This design comes from an exercise in tuning for small area on the open sky130 flow, not from production work. The RTL was checked by simulation tests, not by an equivalence proof against the original design.

==> run a: inputs <==
==> flow/design.v <==
module ULA8bit_PRINCIPAL(
    input        CLOCK_50,
    input  [7:0] SW,
    input  [1:0] KEY,
    input  [1:0] Exib,
    output [8:0] LEDR,
    output [6:0] HEX0,
    output [6:0] HEX1,
    output [6:0] HEX2,
    output [6:0] seg_display_operador
);
    reg k0_1, k0_2, k0_3, k1_1, k1_2, k1_3;
    always @(posedge CLOCK_50) begin
        k0_1 <= KEY[0]; k0_2 <= k0_1; k0_3 <= k0_2;
        k1_1 <= KEY[1]; k1_2 <= k1_1; k1_3 <= k1_2;
    end
    wire rst_n = k1_3;
    reg       key_prev;
    reg [1:0] state;
    wire      adv = key_prev & ~k0_3;
    always @(posedge CLOCK_50 or negedge rst_n) begin
        if (!rst_n) begin
            key_prev <= 1'b1;
            state    <= 2'b00;
        end else begin
            key_prev <= k0_3;
            if (adv) begin
                state[0] <= state[0] ^ ~(state[1] & state[0]);
                state[1] <= state[1] ^ state[0];
            end
        end
    end
    reg was11;
    always @(posedge CLOCK_50) was11 <= state[1] & state[0];
    wire load = state[1] & state[0] & ~was11;
    reg [7:0] A, B;
    always @(posedge CLOCK_50) begin
        if (state == 2'b00) A <= SW;
        if (state == 2'b01) B <= SW;
    end
    reg [2:0] op;
    reg [1:0] mode;
    reg [7:0] res;
    reg       loaded, ovf, err;
    always @(posedge CLOCK_50 or negedge rst_n) begin
        if (!rst_n) begin
            op <= 3'b000;
            mode <= 2'b00;
        end else if (state == 2'b10) begin
            op <= SW[7:5];
            mode <= Exib;
        end
    end
    wire       res_nz = |res;
    wire [7:0] a = res_nz ? res : A;
    wire [7:0] b = B;
    reg  [7:0] r;
    wire       ovf_new;
    wire [3:0] al = a[3:0], ah = a[7:4], bl = b[3:0], bh = b[7:4];
    function [4:0] pm(input [3:0] x, input [3:0] y);   
        reg [5:0] t;
        begin
            t = ({2'b0, x} & {6{y[0]}})
              + ({2'b0, x[2:0], 1'b0} & {6{y[1]}})
              + ({2'b0, x[1:0], 2'b0} & {6{y[2]}})
              + ({2'b0, x[0], 3'b0} & {6{y[3]}});
            pm = {(|t[5:4]) | (x[3] & y[1]) | (x[2] & y[2]) | (x[1] & y[3]), t[3:0]};
        end
    endfunction
    wire [4:0] ll = pm(al, bl), hl = pm(ah, bl), lh = pm(al, bh), hh = pm(ah, bh);
    wire mult_ovf = s[8] | ll[4] | hl[4] | lh[4] | hh[4];
    wire       inv  = (op == 3'd1);
    wire       ones = (op == 3'd7);
    wire       mop  = (op == 3'd5);
    wire [7:0] bb   = ones ? 8'hff : (b ^ {8{inv}});
    wire [7:0] xa   = mop ? {lh[3:0], ll[3:0]} : a;
    wire [7:0] xb   = mop ? {hh[3:0], hl[3:0]} : bb;
    wire [8:0] s    = {1'b0, xa} + {1'b0, xb} + {8'd0, inv};
    wire [7:0] p    = a ^ bb;
    wire [7:0] g    = a & b;
    wire [3:0] d = (bl != 4'd0) ? bl : bh;
    reg  [7:0] quo;
    always @* begin
        case (d)
            4'd1: quo = a;
            4'd2: quo = {1'b0, a[7:5], 1'b0, a[3:1]};
            4'd4: quo = {2'b0, a[7:6], 2'b0, a[3:2]};
            4'd8: quo = {3'b0, a[7], 3'b0, a[3]};
            default: quo = 8'd0;
        endcase
    end
    always @* begin
        case (op)
            3'd0, 3'd1, 3'd5: r = s[7:0];
            3'd2: r = p | g;
            3'd3: r = g;
            3'd6: r = quo;
            default: r = p;
        endcase
    end
    assign ovf_new = ((op[2:1] == 2'b00) & s[8]) | ((op == 3'd5) & mult_ovf);
    always @(posedge CLOCK_50 or negedge rst_n) begin
        if (!rst_n) begin
            res <= 8'd0;
            loaded <= 1'b0;
            ovf <= 1'b0;
            err <= 1'b0;
        end else if (load) begin
            res <= r;
            loaded <= 1'b1;
            ovf <= ovf | ovf_new;
            err <= (b == 8'd0);
        end
    end
    assign LEDR[0] = loaded & ~res_nz;
    assign LEDR[1] = ovf;
    assign LEDR[2] = res[7];
    assign LEDR[3] = err;
    assign LEDR[6:4] = 3'b000;
    assign LEDR[8:7] = state;
    function [3:0] st5(input [2:0] r, input bit_in);   
        reg [3:0] v;
        begin
            v = {r, bit_in};
            st5 = (v >= 4'd5) ? {1'b1, v[2:0] - 3'd5} : {1'b0, v[2:0]};
        end
    endfunction
    wire [2:0] q5 = res[7:5];
    wire       t4 = (q5 >= 3'd5);
    wire [2:0] r4 = t4 ? q5 - 3'd5 : q5;
    wire [3:0] s3 = st5(r4, res[4]);
    wire [3:0] s2 = st5(s3[2:0], res[3]);
    wire [3:0] s1 = st5(s2[2:0], res[2]);
    wire [3:0] s0 = st5(s1[2:0], res[1]);
    wire [4:0] t = {t4, s3[3], s2[3], s1[3], s0[3]};
    wire [3:0] u10 = {s0[2:0], res[0]};
    wire [1:0] h10 = (t >= 5'd20) ? 2'd2 : (t >= 5'd10) ? 2'd1 : 2'd0;
    wire [4:0] tt = t - {h10, 3'b0} - {h10, 1'b0};
    wire [3:0] t10 = tt[3:0];
    reg [3:0] dig0, dig1;
    reg [1:0] dig2;
    always @* begin
        case (mode)
            2'b00: begin dig0 = {1'b0, res[2:0]}; dig1 = {1'b0, res[5:3]}; dig2 = res[7:6]; end
            2'b01: begin dig0 = res[3:0]; dig1 = res[7:4]; dig2 = 2'd0; end
            default: begin dig0 = u10; dig1 = t10; dig2 = h10; end
        endcase
    end
    function [6:0] seg7(input [3:0] v);
        case (v)
            4'd0: seg7 = 7'b0000001;
            4'd1: seg7 = 7'b1111001;
            4'd2: seg7 = 7'b0010010;
            4'd3: seg7 = 7'b0000110;
            4'd4: seg7 = 7'b1001100;
            4'd5: seg7 = 7'b0100100;
            4'd6: seg7 = 7'b0100000;
            4'd7: seg7 = 7'b0001111;
            4'd8: seg7 = 7'b0000000;
            4'd9: seg7 = 7'b0001100;
            4'd10: seg7 = 7'b0001000;
            4'd11: seg7 = 7'b1100000;
            4'd12: seg7 = 7'b0110001;
            4'd13: seg7 = 7'b1000010;
            4'd14: seg7 = 7'b0110000;
            default: seg7 = 7'b0111000;
        endcase
    endfunction
    wire blank = mode[1] & mode[0];
    assign HEX0 = blank ? 7'h7f : seg7(dig0);
    assign HEX1 = blank ? 7'h7f : seg7(dig1);
    assign HEX2 = blank ? 7'h7f : seg7({2'b00, dig2});
    reg [6:0] opseg;
    always @* begin
        case (op)
            3'd0: opseg = 7'b0010010;
            3'd1: opseg = 7'b0111111;
            3'd2: opseg = 7'b0100011;
            3'd3: opseg = 7'b0001000;
            3'd4: opseg = 7'b0100010;
            3'd5: opseg = 7'b0001111;
            3'd6: opseg = 7'b0000000;
            default: opseg = 7'b1111001;
        endcase
    end
    assign seg_display_operador = opseg;
endmodule
==> flow/flow/run.sh <==
#!/bin/bash
# Layout flow: the standard synthesis, then the combinational logic between the
# registers is re-mapped with ABC (&deepsyn with several seeds, with and without Yosys's
# full-adder extraction, in rounds that restart from the smallest result so far). Registers, their names and cell types
# stay as the standard synthesis made them. Then the standard ORFS flow from floorplan to
# finish, with plain buf_1 buffers on the ports.
set -euo pipefail
W=$PWD
F=$W/flow
R=$W/orfs/results/$FLOW_PLATFORM/ULA8bit_PRINCIPAL/base
LIB=$FLOW_HOME/platforms/$FLOW_PLATFORM/lib/sky130_fd_sc_hd__tt_025C_1v80.lib
ADDERS=$FLOW_HOME/platforms/$FLOW_PLATFORM/cells_adders_hd.v
NJ=${NUM_CORES:-4}

# 1. standard synthesis (netlist only)
bash standard.sh $R/1_2_yosys.v > $W/log_synth.txt 2>&1
cp $R/1_2_yosys.v $W/std_synth.v

# 2. re-map the combinational logic
python3 $F/gen_models.py $LIB > $W/models.v 2> $W/log_models.txt
DU="-dont_use *probe* -dont_use *lpflow* -dont_use *clkdly* -dont_use *dlygate* -dont_use *dlymetal* -dont_use *ebuf* -dont_use *einv* -dont_use *clkinvlp*"
MAPSCRIPT="strash; dch -f; &get -n; &nf -R 1000 -p -C 32 -F 8; &put; topo"
remap() {  # remap KIND SEED INPUT OUTDIR
  local kind=$1 s=$2 in=$3 d=$4
  mkdir -p $d
  if [[ $kind == fa ]]; then
    echo "strash; &get -n; &deepsyn -T 10 -S $s; &put; map" > $d/p1.abc
    echo "$MAPSCRIPT" > $d/p2.abc
    MID="abc -script $d/p1.abc
opt -purge
extract_fa -fa
techmap -map $ADDERS
techmap
opt -purge"
  else
    echo "strash; &get -n; &deepsyn -T 10 -S $s; &put; $MAPSCRIPT" > $d/p2.abc
    MID=""
  fi
  yosys -l $d/log_yosys.txt -p "
read_liberty -lib $LIB
read_verilog -overwrite $W/models.v
read_verilog $in
hierarchy -top $FLOW_TOP
flatten
techmap
opt -purge
$MID
abc -liberty $LIB -script $d/p2.abc $DU
opt_clean -purge
hilomap -singleton -hicell sky130_fd_sc_hd__conb_1 HI -locell sky130_fd_sc_hd__conb_1 LO
insbuf -buf sky130_fd_sc_hd__buf_4 A X
splitnets
opt_clean -purge
write_verilog -noattr -nohex -nodec $d/remapped.v
tee -o $d/stat.txt stat -liberty $LIB
" > /dev/null 2>&1 || true
}
# round 0 starts from the standard netlist with 16 runs; each later round starts from the
# best netlist so far with 8 runs (new seeds); a round's best replaces it only if smaller.
cur=$W/std_synth.v; besta=""; seed=0
for round in $(seq 0 7); do
  if (( round == 0 )); then n=8; else n=4; fi
  runs=""
  for k in $(seq 1 $n); do runs="$runs fa_$seed nf_$seed"; seed=$((seed+1)); done
  i=0
  for r in $runs; do
    remap ${r%_*} ${r#*_} $cur $W/remap_r${round}_$r &
    i=$((i+1))
    if (( i % NJ == 0 )); then wait; fi
  done
  wait
  for r in $runs; do
    d=$W/remap_r${round}_$r
    a=$(grep -o "Chip area for module.*: [0-9.]*" $d/stat.txt 2>/dev/null | awk '{print $NF}') || true
    echo "round $round $r area ${a:-failed}" >> $W/log_remap_summary.txt
    if [[ -n "$a" ]] && { [[ -z "$besta" ]] || awk "BEGIN{exit !($a < $besta)}"; }; then
      besta=$a; cp $d/remapped.v $W/remapped.v
    fi
  done
  echo "after round $round best area $besta" >> $W/log_remap_summary.txt
  cur=$W/remapped.v
done
cp $W/remapped.v $R/1_2_yosys.v
touch $R/1_2_yosys.v

# 3. the rest of the standard flow
CTS_BUF=sky130_fd_sc_hd__clkbuf_8
bash standard.sh "BUFFER_PORTS_ARGS=-buffer_cell sky130_fd_sc_hd__buf_1" REMOVE_ABC_BUFFERS=1 \
  "CTS_ARGS=-sink_clustering_enable -repair_clock_nets -buf_list $CTS_BUF -dont_use_dummy_load" \
  finish > $W/log_finish.txt 2>&1
==> flow/flow/gen_models.py <==
#!/usr/bin/env python3
# Writes Verilog models of the platform's combinational cells (from the liberty functions),
# so Yosys can read a mapped netlist's logic back into gates. Sequential cells are left out.
import re, sys
lib = open(sys.argv[1]).read()
out = []
pos = 0
cells = [(m.start(), m.group(1)) for m in re.finditer(r'\n\s*cell\s*\(\s*"?([\w]+)"?\s*\)\s*\{', lib)]
cells.append((len(lib), None))
for (s, name), (e, _) in zip(cells, cells[1:]):
    body = lib[s:e]
    if re.search(r'\b(ff|latch|statetable|ff_bank|latch_bank)\s*\(', body):
        continue
    pins = []
    for m in re.finditer(r'\n\s*pin\s*\(\s*"?(\w+)"?\s*\)\s*\{', body):
        # pin body up to next "pin (" or end
        pb = body[m.end():]
        nxt = re.search(r'\n\s*pin\s*\(', pb)
        pb = pb[:nxt.start()] if nxt else pb
        d = re.search(r'direction\s*:\s*"?(\w+)"?', pb)
        f = re.search(r'\bfunction\s*:\s*"([^"]*)"', pb)
        pins.append((m.group(1), d.group(1) if d else None, f.group(1) if f else None))
    outs = [p for p in pins if p[1] == 'output']
    ins = [p for p in pins if p[1] == 'input']
    if not outs or any(p[2] is None for p in outs):
        continue
    if any(p[1] not in ('input', 'output') for p in pins):
        continue
    def conv(f):
        f = f.replace('!', '~').replace('*', '&').replace('+', '|')
        f = re.sub(r'(\w+)\'', r'(~\1)', f)
        # implicit AND (space between operands)
        f = re.sub(r'(\w|\))\s+(?=[\w(~])', r'\1 & ', f)
        if f.strip() == '1': return "1'b1"
        if f.strip() == '0': return "1'b0"
        return f
    ports = [p[0] for p in ins] + [p[0] for p in outs]
    out.append("module %s(%s);" % (name, ", ".join(ports)))
    for p in ins: out.append("  input %s;" % p[0])
    for p in outs: out.append("  output %s;" % p[0])
    for p in outs: out.append("  assign %s = %s;" % (p[0], conv(p[2])))
    out.append("endmodule")
print("\n".join(out))
==> flow/standard.sh <==
#!/bin/bash
# synth_recipe.tcl (not shown) runs the flow's synth.tcl, then flattens the netlist and writes it again
# the make line also repeats each setting of config.mk as NAME=value (left out here)
make -C /OpenROAD-flow-scripts/flow DESIGN_CONFIG=/design/flow/config.mk WORK_HOME=/design/flow/orfs CLKGATE_MAP_FILE= SYNTH_SCRIPT=/design/flow/synth_recipe.tcl "${@:-finish}"
==> flow/config.mk <==
export PLATFORM = sky130hd
export DESIGN_NAME = ULA8bit_PRINCIPAL
export DESIGN_NICKNAME = ULA8bit_PRINCIPAL
export VERILOG_FILES = /design/flow/design.v
export SDC_FILE = /design/flow/constraint.sdc
export NUM_CORES = 4
export LEC_CHECK = 0
export ABC_AREA = 1
export CAP_MARGIN = 20
export CORE_MARGIN = 2
export CORE_UTILIZATION = 40
export CTS_BUF_LIST = sky130_fd_sc_hd__clkbuf_8
export GPL_TIMING_DRIVEN = 0
export SLEW_MARGIN = 20
==> flow/constraint.sdc <==
create_clock -name core_clock -period 12.0 [get_ports {CLOCK_50}]
set_input_delay 2.4000 -clock core_clock [delete_from_list [all_inputs] [get_ports {CLOCK_50}]]
set_output_delay 2.4000 -clock core_clock [all_outputs]
set_load 0.01 [all_outputs]
==> run b: changes against run a <==
--- a/flow/flow/run.sh
+++ b/flow/flow/run.sh
@@ -60,3 +60,3 @@
 cur=$W/std_synth.v; besta=""; seed=0
-for round in $(seq 0 7); do
+for round in 0 1 2 3 4 5 6 7; do
   if (( round == 0 )); then n=8; else n=4; fi
@@ -86,5 +86,2 @@
 # 3. the rest of the standard flow
-CTS_BUF=sky130_fd_sc_hd__clkbuf_8
-bash standard.sh "BUFFER_PORTS_ARGS=-buffer_cell sky130_fd_sc_hd__buf_1" REMOVE_ABC_BUFFERS=1 \
-  "CTS_ARGS=-sink_clustering_enable -repair_clock_nets -buf_list $CTS_BUF -dont_use_dummy_load" \
-  finish > $W/log_finish.txt 2>&1
+bash standard.sh "BUFFER_PORTS_ARGS=-buffer_cell sky130_fd_sc_hd__buf_1" finish > $W/log_finish.txt 2>&1
GPL_TIMING_DRIVEN = not set   (was 0)
==> notes <==
- In run b the sequential share of layout area is lower than in run a, by 0.47 points.
- Between run a and run b, the lower core utilization is in run a (gap 0.76 points).
- Of run b and run a, run b has the higher cell area (gap 1.7%, measured against run a).
- Hold slack: run a is lower than run b (0.0025 ns).
- Against run a, the clock skew of run b is lower by 0.011 ns.
- Between run a and run b, the lower cell count is in run a (gap 0.81%, measured against run b).

port drivers added, routing unchanged:
In the flow no input, the clock included, has a driving cell. The finished layouts below were timed again as built, in two steps.
Step 1 (the two cells are an assumption about what drives the block):
set clk [get_ports {CLOCK_50}]
set_driving_cell -lib_cell sky130_fd_sc_hd__clkbuf_16 $clk
set_driving_cell -lib_cell sky130_fd_sc_hd__buf_2 [delete_from_list [all_inputs] $clk]
Step 2 moves the port delays by t, midway between the first and last clock arrival at a register: inputs arrive t later, outputs are due t later. That takes back most of the time a late clock gives input paths.
a / b / c = no drivers / after step 1 / after step 2; a / b = the first two.
run | t, ns | setup slack, ns | worst hold slack (ns) | worst setup path after step 2 | worst slew at a driven data input, ns
run a | 0.315 | 4.166 / 4.133 / 4.448 | 0.314 / 0.314 / 0.314 | register to output | 0.03
run b | 0.337 | 4.318 / 4.288 / 4.624 | 0.317 / 0.317 / 0.317 | register to output | 0.03
After both steps every run listed still meets setup and hold.
